This design comes from an exercise in tuning for small area on the open sky130 flow, not from production work.

== v6 ==
Design syntropy_core, start of the top module:
module syntropy_core (
    input wire clk,
    input wire rst_n,
    input wire [15:0] voltage_drift,
    input wire [15:0] packet_loss,
    input wire [15:0] temp_variance,
    input wire [15:0] phase_jitter,
    input wire [15:0] threshold,
    input wire enable_learning,
    input wire mesh_broadcast_en,
    output wire stable,
    output reg [15:0] flux_value,
    output reg [15:0] correction_vector,
    output reg [15:0] optimized_params,
    output wire learning_active,
    output wire mesh_broadcast_req,
    input wire [15:0] mesh_flux_in,
    input wire [15:0] mesh_correction_in,
    input wire mesh_valid_in,
    output reg [15:0] mesh_flux_out,
    output reg [15:0] mesh_correction_out,
    output wire mesh_valid_out,
    output wire [7:0] iteration_count,
    output wire [3:0] state,
    output wire error_flag
);
    localparam IDLE = 3'd0, EVAL = 3'd1, LEARN = 3'd2, CORR = 3'd3, BCAST = 3'd4, ERR = 3'd5;
    reg [2:0] cs;         
    reg [2:0] ps;         
    reg [3:0] ic;         
    reg       fin;        
    reg       lflag;      
    reg [15:0] p;         
    reg [15:0] q;         
    reg [15:0] thr;
    reg        len, men;
    assign state = {1'b0, ps};
    assign iteration_count = {4'd0, ic};
    assign stable = (ps == EVAL) && (cs == IDLE);
    assign learning_active = (ps == LEARN) && (cs == LEARN);
    assign mesh_broadcast_req = (ps == BCAST);
    assign mesh_valid_out = (ps == BCAST);
    assign error_flag = (ps == ERR);
    wire in_eval  = (cs == EVAL);
    wire in_learn = (cs == LEARN);
    wire first    = (ps == EVAL);
    wire iter     = in_learn && !fin;
    function automatic [4:0] ceil25(input [6:0] b);
        case (b)
            7'd0: ceil25 = 5'd0;
            7'd1: ceil25 = 5'd1;
            7'd2: ceil25 = 5'd1;
            7'd3: ceil25 = 5'd1;
            7'd4: ceil25 = 5'd1;
            7'd5: ceil25 = 5'd1;
            7'd6: ceil25 = 5'd2;
            7'd7: ceil25 = 5'd2;
            7'd8: ceil25 = 5'd2;
            7'd9: ceil25 = 5'd2;
            7'd10: ceil25 = 5'd2;
            7'd11: ceil25 = 5'd3;
  ...
==> flow/config.mk <==
export PLATFORM = sky130hd
export DESIGN_NAME = syntropy_core
export DESIGN_NICKNAME = syntropy_core
export VERILOG_FILES = /design/flow/design.v
export SDC_FILE = /design/flow/constraint.sdc
export NUM_CORES = 4
export LEC_CHECK = 0
export CAP_MARGIN = 20
export CORE_MARGIN = 2
export CORE_UTILIZATION = 40
export CTS_BUF_LIST = sky130_fd_sc_hd__clkbuf_8
export GPL_TIMING_DRIVEN = 0
export SLEW_MARGIN = 20
export SYNTH_HIERARCHICAL = 1
==> flow/constraint.sdc <==
create_clock -name core_clock -period 13.0 [get_ports {clk}]
set_input_delay 2.6000 -clock core_clock [delete_from_list [all_inputs] [get_ports {clk}]]
set_output_delay 2.6000 -clock core_clock [all_outputs]
set_load 0.01 [all_outputs]
standard.sh (not shown) runs the stock make flow with config.mk's settings and CLKGATE_MAP_FILE= SYNTH_SCRIPT=/design/flow/synth_recipe.tcl, a recipe that flattens the netlist after the stock synthesis.
==> flow/flow/run.sh <==
#!/bin/bash
set -euo pipefail
bash standard.sh synth > synth.log 2>&1
bash standard.sh 'BUFFER_PORTS_ARGS=-buffer_cell sky130_fd_sc_hd__buf_1' finish > layout.log 2>&1
Every stage of the flow completed for v6, and the final layout passed the timing, DRC and antenna checks.
For v7, these inputs were changed with respect to v6:
--- a/flow/design.v
+++ b/flow/design.v
@@ -349,23 +349,23 @@
     wire [7:0] qhm1;
     wire [8:0] qhb;
     assign qhb[0] = 1'b1;
     genvar gi;
     generate
         for (gi = 0; gi < 8; gi = gi + 1) begin : qdecr
             assign qhm1[gi] = q[8 + gi] ^ qhb[gi];
             assign qhb[gi + 1] = qhb[gi] & ~q[8 + gi];
         end
     endgenerate
     wire qhz = qhb[8];                                      
-    wire [15:0] qx = fin ? q : {7'h7f, ~qhz, qhm1};
+    wire [15:0] qx = fin ? q : {7'h7f, ~qhz, qhz ? 8'hff : qhm1};
     wire nx_w1, nx_w2;
     ha nx_ha2 (.a(p[1]), .b(p[0]), .s(nx_w1), .co(nx_w2));
     wire nx_w3, nx_w4;
     fa nx_fa4 (.a(p[2]), .b(p[1]), .c(qx[2]), .s(nx_w3), .co(nx_w4));
     wire nx_w5, nx_w6;
     fa nx_fa6 (.a(p[3]), .b(p[2]), .c(qx[3]), .s(nx_w5), .co(nx_w6));
     wire nx_w7, nx_w8;
     fa nx_fa8 (.a(p[4]), .b(p[3]), .c(qx[4]), .s(nx_w7), .co(nx_w8));
     wire nx_w9, nx_w10;
     fa nx_fa10 (.a(p[5]), .b(p[4]), .c(qx[5]), .s(nx_w9), .co(nx_w10));
     wire nx_w11, nx_w12;
@@ -604,35 +604,32 @@
     wire ql_w5, ql_w6;
     fa ql_fa6 (.a(qn[2]), .b(y[10]), .c(ql_w4), .s(ql_w5), .co(ql_w6));
     wire ql_w7, ql_w8;
     fa ql_fa8 (.a(qn[3]), .b(y[11]), .c(ql_w6), .s(ql_w7), .co(ql_w8));
     wire ql_w9, ql_w10;
     fa ql_fa10 (.a(qn[4]), .b(y[12]), .c(ql_w8), .s(ql_w9), .co(ql_w10));
     wire ql_w11, ql_w12;
     fa ql_fa12 (.a(qn[5]), .b(y[13]), .c(ql_w10), .s(ql_w11), .co(ql_w12));
     wire ql_w13, ql_w14;
     fa ql_fa14 (.a(qn[6]), .b(y[14]), .c(ql_w12), .s(ql_w13), .co(ql_w14));
     wire [7:0] ql = {ql_w14, ql_w13, ql_w11, ql_w9, ql_w7, ql_w5, ql_w3, ql_w1};
+    wire qinc = (qn[7] ^ ql[7]) ? ~y[14] : (qn[7] & y[14]);
+    wire qdec = ~qn[7] & ~ql[7] & y[14];
     wire [8:0] qh = q[15:7];
-    reg  [8:0] qh1, qh0;
+    reg  [8:0] qh_new;
     integer k;
     always @* begin
-        for (k = 0; k < 9; k = k + 1) begin
-            qh1[k] = qh[k] ^ (~(qn[7] ^ y[14]) &
-                              ((qh & ((9'd1 << k) - 9'd1)) == ((9'd1 << k) - 9'd1)));
-            qh0[k] = qh[k] ^ ((qn[7] & ~y[14] &
-                               ((qh & ((9'd1 << k) - 9'd1)) == ((9'd1 << k) - 9'd1))) |
-                              (~qn[7] & y[14] & ((qh & ((9'd1 << k) - 9'd1)) == 9'd0)));
-        end
+        for (k = 0; k < 9; k = k + 1)
+            qh_new[k] = qh[k] ^ ((qinc & ((qh & ((9'd1 << k) - 9'd1)) == ((9'd1 << k) - 9'd1))) |
+                                 (qdec & ((qh & ((9'd1 << k) - 9'd1)) == 9'd0)));
     end
-    wire [8:0] qh_new = ql[7] ? qh1 : qh0;
     wire [15:0] qu = {qh_new, ql[6:0]};
     wire ovf = flux_calc[15] | pu[15] | qu[15];
     always @(posedge clk) begin
         thr <= threshold;
         len <= enable_learning;
         men <= mesh_broadcast_en;
     end
     always @(posedge clk or negedge rst_n) begin
         if (!rst_n) begin
             cs <= IDLE;
             ps <= IDLE;
## What came out
- In the flow results for v7 and v6, the final setup violation count is larger on v7.
- v7 reports a lower top achievable clock speed than v6 does.
- Biggest fanout along the worst timing path is lower on v6
- Where post-route standard cell area excluding fillers is concerned, v6 is better than v7.
- To summarise v7: no stage aborted, but the layout did not pass its checks, failing on negative setup slack.
- For the share of the clock period used by the worst path, v7 came in 6.7 points higher than v6 did.
- [compare] base=v6 new=v7: utilization increased 0.47 points; half-perimeter wire length of the detailed placement result picked up an extra about 3.3%; time the worst path needs with I/O delays and setup now sits higher; global-route wire length before repair rose about 3.5%.
- v7 ends up with a mux contribution to synthesized area that is 0.17 points higher than in v6.
No functional check of the RTL was part of any run of this note.

separate check: timing with driven ports:
How much do the figures lean on ideal ports? The routed layouts below were timed once more, with nothing changed but the port constraints.
Step 1 (the two cells are an assumption about what drives the block):
set clk [get_ports {clk}]
set_driving_cell -lib_cell sky130_fd_sc_hd__clkbuf_16 $clk
set_driving_cell -lib_cell sky130_fd_sc_hd__buf_2 [delete_from_list [all_inputs] $clk]
Step 2, shift: input delay + t, output delay - t, t = (earliest + latest rising clock arrival at the registers) / 2. This alone moves slack from input paths to output paths.
Slacks: ideal ports / drivers / drivers and shift; pairs: ideal ports / drivers.
| run | t, ns | setup slack, ns | worst setup path after step 2 |
|---|---|---|---|
| v6 | 0.504 | 0.369 / 0.369 / 0.369 | register to register |
| v7 | 0.515 | -0.506 / -0.506 / -0.506 | register to register |
